From an optimization exercise on the open Yosys and OpenROAD flow, aimed at small area, a short achievable clock period and few clock cycles; shortcuts taken in it are not production practice. Where RTL was checked, it was by simulation tests only, not by an equivalence proof against the original. Power figures rest on the tool's default switching activity, not on a simulated workload.

==> module Tresholding, before the edit <==
module Tresholding(Go, P_Addr, P_Data, B_Addr, I_RW, I_En, O_RW, O_En, Done, T_Out, Clk, Rst);
	input Go;
	input [7:0] P_Data;
	output reg [16:0] P_Addr, B_Addr;
	output [7:0] T_Out;
	output I_RW, O_RW;
	output reg I_En, O_En, Done;
	input Clk, Rst;
	localparam K  = 10;          
	localparam L  = K + 4;       
	localparam NS = 320 / K;     
	localparam RW = 4;             
	assign I_RW = 1'b0;
	assign O_RW = 1'b1;
	reg         busy;            
	reg         run;             
	reg [RW-1:0] r;              
	reg [7:0]   cc;              
	reg [5:0]   s;               
	wire start   = Go & (~busy | Done);
	wire r_last  = (r == L-1);
	wire s_last  = (s == NS-1);
	wire c_end   = s_last ? (cc == 8'd241) : (cc == 8'd239);
	wire f_last  = r_last & s_last & (cc == 8'd241);
	wire rd_ok   = run & (cc < 8'd240) & ~((s == 0) & (r < 2)) & ~(s_last & (r >= L-2));
	wire ov      = run & (r >= 4) & ((cc >= 8'd2) | (s != 0));
	wire [1:0] otype = ~ov ? 2'd0 : ~r_last ? 2'd1 :
	                   ((cc == 8'd1) | (cc == 8'd241)) ? 2'd3 : 2'd2;
	always @(posedge Clk) begin
		if (Rst) begin
			busy <= 1'b0;
			run  <= 1'b0;
		end else begin
			if (start) begin
				busy <= 1'b1;
				run  <= 1'b1;
			end else begin
				if (Done) busy <= 1'b0;
				if (f_last) run <= 1'b0;
			end
		end
	end
	always @(posedge Clk) begin
		if (start) begin
			r  <= 0;
			cc <= 0;
			s  <= 0;
		end else if (run) begin
			if (r_last) begin
				r <= 0;
				if (c_end) begin
					cc <= 0;
					s  <= s + 1'b1;
				end else
					cc <= cc + 1'b1;
			end else
				r <= r + 1'b1;
		end
	end
	reg p_r0, p_c0;                  
	always @(posedge Clk) begin
		if (start) begin
			p_r0 <= 1'b1;
			p_c0 <= 1'b1;
		end else if (run) begin
			p_r0 <= r_last;
			p_c0 <= r_last & c_end;
		end
	end
	always @(posedge Clk) begin
		if (start)
			P_Addr <= 17'd479;
		else if (~p_r0)
			P_Addr <= P_Addr + 17'd240;
		else if (~p_c0)
			P_Addr <= P_Addr - (17'd240*(L-1) - 17'd1);
		else
			P_Addr <= P_Addr - 17'd959;
	end
	reg       rv, rvd;
	reg [3:0] m1, m2, m3;            
	reg [1:0] ot1, ot2, ot3, ot4, ot5, ot6, ot7;
	always @(posedge Clk) begin
		if (Rst) begin
			I_En <= 1'b0;
			rv   <= 1'b0;
			rvd  <= 1'b0;
			ot1 <= 0; ot2 <= 0; ot3 <= 0; ot4 <= 0; ot5 <= 0; ot6 <= 0;
			O_En <= 1'b0;
			Done <= 1'b0;
		end else begin
			I_En <= rd_ok;
			rv   <= I_En;
			rvd  <= rv;
			ot1  <= otype;
			ot2  <= ot1;
			ot3  <= ot2;
			ot4  <= ot3;
			ot5  <= ot4;
			ot6  <= ot5;
			O_En <= (ot6 != 2'd0);
			Done <= (ot6 == 2'd3) & ~run;
		end
	end
	always @(posedge Clk) begin
		m1 <= {(cc == 8'd0) | (cc == 8'd1), (cc == 8'd1), (cc == 8'd2), (cc == 8'd2) | (cc == 8'd3)};
		m2 <= m1;
		m3 <= m2;
		ot7 <= ot6;
	end
	always @(posedge Clk) begin
		if (start)
			B_Addr <= 17'd0;
		else if (O_En) begin
			if (ot7 == 2'd1)
				B_Addr <= B_Addr + 17'd240;
			else if (ot7 == 2'd2)
				B_Addr <= B_Addr - (17'd240*(K-1) - 17'd1);
			else
				B_Addr <= B_Addr + 17'd1;
		end
	end
	localparam N = 4*L;
	reg [7:0] sr [0:N-1];
	reg [7:0] pd;                    
	wire [7:0] din = rvd ? pd : 8'd0;
	integer i;
	always @(posedge Clk) begin
		pd    <= P_Data;
		sr[0] <= din;
		for (i = 1; i < N; i = i + 1)
			sr[i] <= sr[i-1];
	end
	wire [7:0] x4 = m3[3] ? 8'd0 : din;
	wire [7:0] x3 = m3[2] ? 8'd0 : sr[L-1];
	wire [7:0] x2 = sr[2*L-1];
	wire [7:0] x1 = m3[1] ? 8'd0 : sr[3*L-1];
	wire [7:0] x0 = m3[0] ? 8'd0 : sr[4*L-1];
	reg [8:0]  a04, a13;
	reg [10:0] c7;
	always @(posedge Clk) begin
		a04 <= x0 + x4;
		a13 <= x1 + x3;
		c7  <= {x2, 3'b000} - x2;
	end
	wire [7:0] c2 = sr[2*L];         
	reg [12:0] G;
	reg [16:0] X3;
	always @(posedge Clk) begin
		G   <= a04 + {a13, 2'b00} + c7;
		X3  <= {~c2, 8'd0} + {~c2, 3'd0} - {a13, 1'b0} - 17'd2040;
	end
	wire [7:0] c3 = sr[2*L+1];       
	reg [12:0] H0;
	reg [14:0] H1;
	reg [16:0] H3;
	always @(posedge Clk) begin
		H0 <= G;
		H1 <= {G, 2'b00} - {c3, 1'b0};
		H3 <= {G, 3'b000} - G + X3;
	end
	reg [12:0] Q1;
	reg [14:0] Q2;
	reg [16:0] Q3, Q4;
	wire [17:0] acc = Q4 + H0;
	reg  t;
	always @(posedge Clk) begin
		Q1 <= H0;
		Q2 <= Q1 + H1;
		Q3 <= Q2 + H3;
		Q4 <= Q3 + H1;
		t  <= acc[17] | acc[16];
	end
	assign T_Out = {8{t}};
endmodule
export LEC_CHECK = 0
export CAP_MARGIN = 20
export CORE_MARGIN = 2
export CORE_UTILIZATION = 40
export CTS_BUF_LIST = sky130_fd_sc_hd__clkbuf_8
export SETUP_SLACK_MARGIN = 5
export SLEW_MARGIN = 20
create_clock -name core_clock -period 8.0 [get_ports {Clk}]
standard.sh (not shown) runs the stock make flow with config.mk's settings and CLKGATE_MAP_FILE= SYNTH_SCRIPT=/design/flow/synth_recipe.tcl, a recipe that flattens the netlist after the stock synthesis.
==> flow/flow/run.sh <==
#!/bin/bash
# The standard layout, with ORFS's timing repair aiming at a larger setup
# margin and a clock tree without dummy loads.
bash standard.sh SETUP_SLACK_MARGIN=5.4 "CTS_ARGS=-sink_clustering_enable -repair_clock_nets -dont_use_dummy_load -buf_list sky130_fd_sc_hd__clkbuf_8 -sink_clustering_size 16 -sink_clustering_max_diameter 80" finish > standard.log 2>&1
Next try:
--- a/flow/design.v
+++ b/flow/design.v
@@ -5,11 +5,11 @@
 	output reg [16:0] P_Addr, B_Addr;
 	output [7:0] T_Out;
 	output I_RW, O_RW;
 	output reg I_En, O_En, Done;
 	input Clk, Rst;
-	localparam K  = 10;          
+	localparam K  = 8;           
 	localparam L  = K + 4;       
 	localparam NS = 320 / K;     
 	localparam RW = 4;             
 	assign I_RW = 1'b0;
 	assign O_RW = 1'b1;
@@ -144,28 +144,28 @@
 		a13 <= x1 + x3;
 		c7  <= {x2, 3'b000} - x2;
 	end
 	wire [7:0] c2 = sr[2*L];         
 	reg [12:0] G;
-	reg [16:0] X3;
+	reg [14:0] X3;
 	always @(posedge Clk) begin
 		G   <= a04 + {a13, 2'b00} + c7;
-		X3  <= {~c2, 8'd0} + {~c2, 3'd0} - {a13, 1'b0} - 17'd2040;
+		X3  <= 15'd0 - {a13, 1'b0} - {c2, 3'b000};
 	end
 	wire [7:0] c3 = sr[2*L+1];       
 	reg [12:0] H0;
-	reg [14:0] H1;
-	reg [16:0] H3;
+	reg [14:0] H1, H3;
 	always @(posedge Clk) begin
 		H0 <= G;
 		H1 <= {G, 2'b00} - {c3, 1'b0};
 		H3 <= {G, 3'b000} - G + X3;
 	end
+	wire [7:0] c4 = sr[2*L+4];       
 	reg [12:0] Q1;
 	reg [14:0] Q2;
-	reg [16:0] Q3, Q4;
-	wire [17:0] acc = Q4 + H0;
+	reg [15:0] Q3, Q4;
+	wire [17:0] acc = Q4 + H0 + {~c4, 8'd0};
 	reg  t;
 	always @(posedge Clk) begin
 		Q1 <= H0;
 		Q2 <= Q1 + H1;
 		Q3 <= Q2 + H3;
After rerunning:
- die area shrinks by about 6%
- sequential power shrinks by about 8%
- clock-buffer cell count shrinks by 5
- routed wire length grows by about 1.2%
- maximum frequency barely changes
- synthesized area shrinks by about 6%
- setup slack gets better by 0.0059 ns
- power hardly moves
- global-route usage grows by 0.84 points
- clock power shrinks by about 8%
Testbench counts after the change, summed over its fixed seeds: cycles 345,693.
Function not checked in the first run of this note: the RTL went through the layout flow alone.

==> port drivers added, routing unchanged <==
How much do the figures lean on ideal ports? The routed layouts below were timed once more, with nothing changed but the port constraints.
Step 1: set_driving_cell puts a clkbuf_16 on Clk and a buf_2 on each other input, an assumption about the parent block.
Step 2 moves the port delays by t, midway between the first and last clock arrival at a register: inputs arrive t later, outputs are due t later. That takes back most of the time a late clock gives input paths.
a / b / c = ideal ports / drivers / drivers and shift; a / b = the first two.
run	t, ns	setup WS [ns]	worst hold slack (ns)	worst setup path at the end	worst register clock-pin slew, ns
the first run	0.659	5.252 / 5.234 / 4.809	0.281 / 0.281 / 0.281	input to register	0.11 / 0.11
the second run	0.667	5.258 / 5.205 / 4.838	0.274 / 0.274 / 0.274	input to register	0.11 / 0.11
After both steps setup and hold are still met in every run listed. For the first run, which loses most, drivers alone change the setup slack by -0.018 ns; drivers and shift together by -0.443 ns.
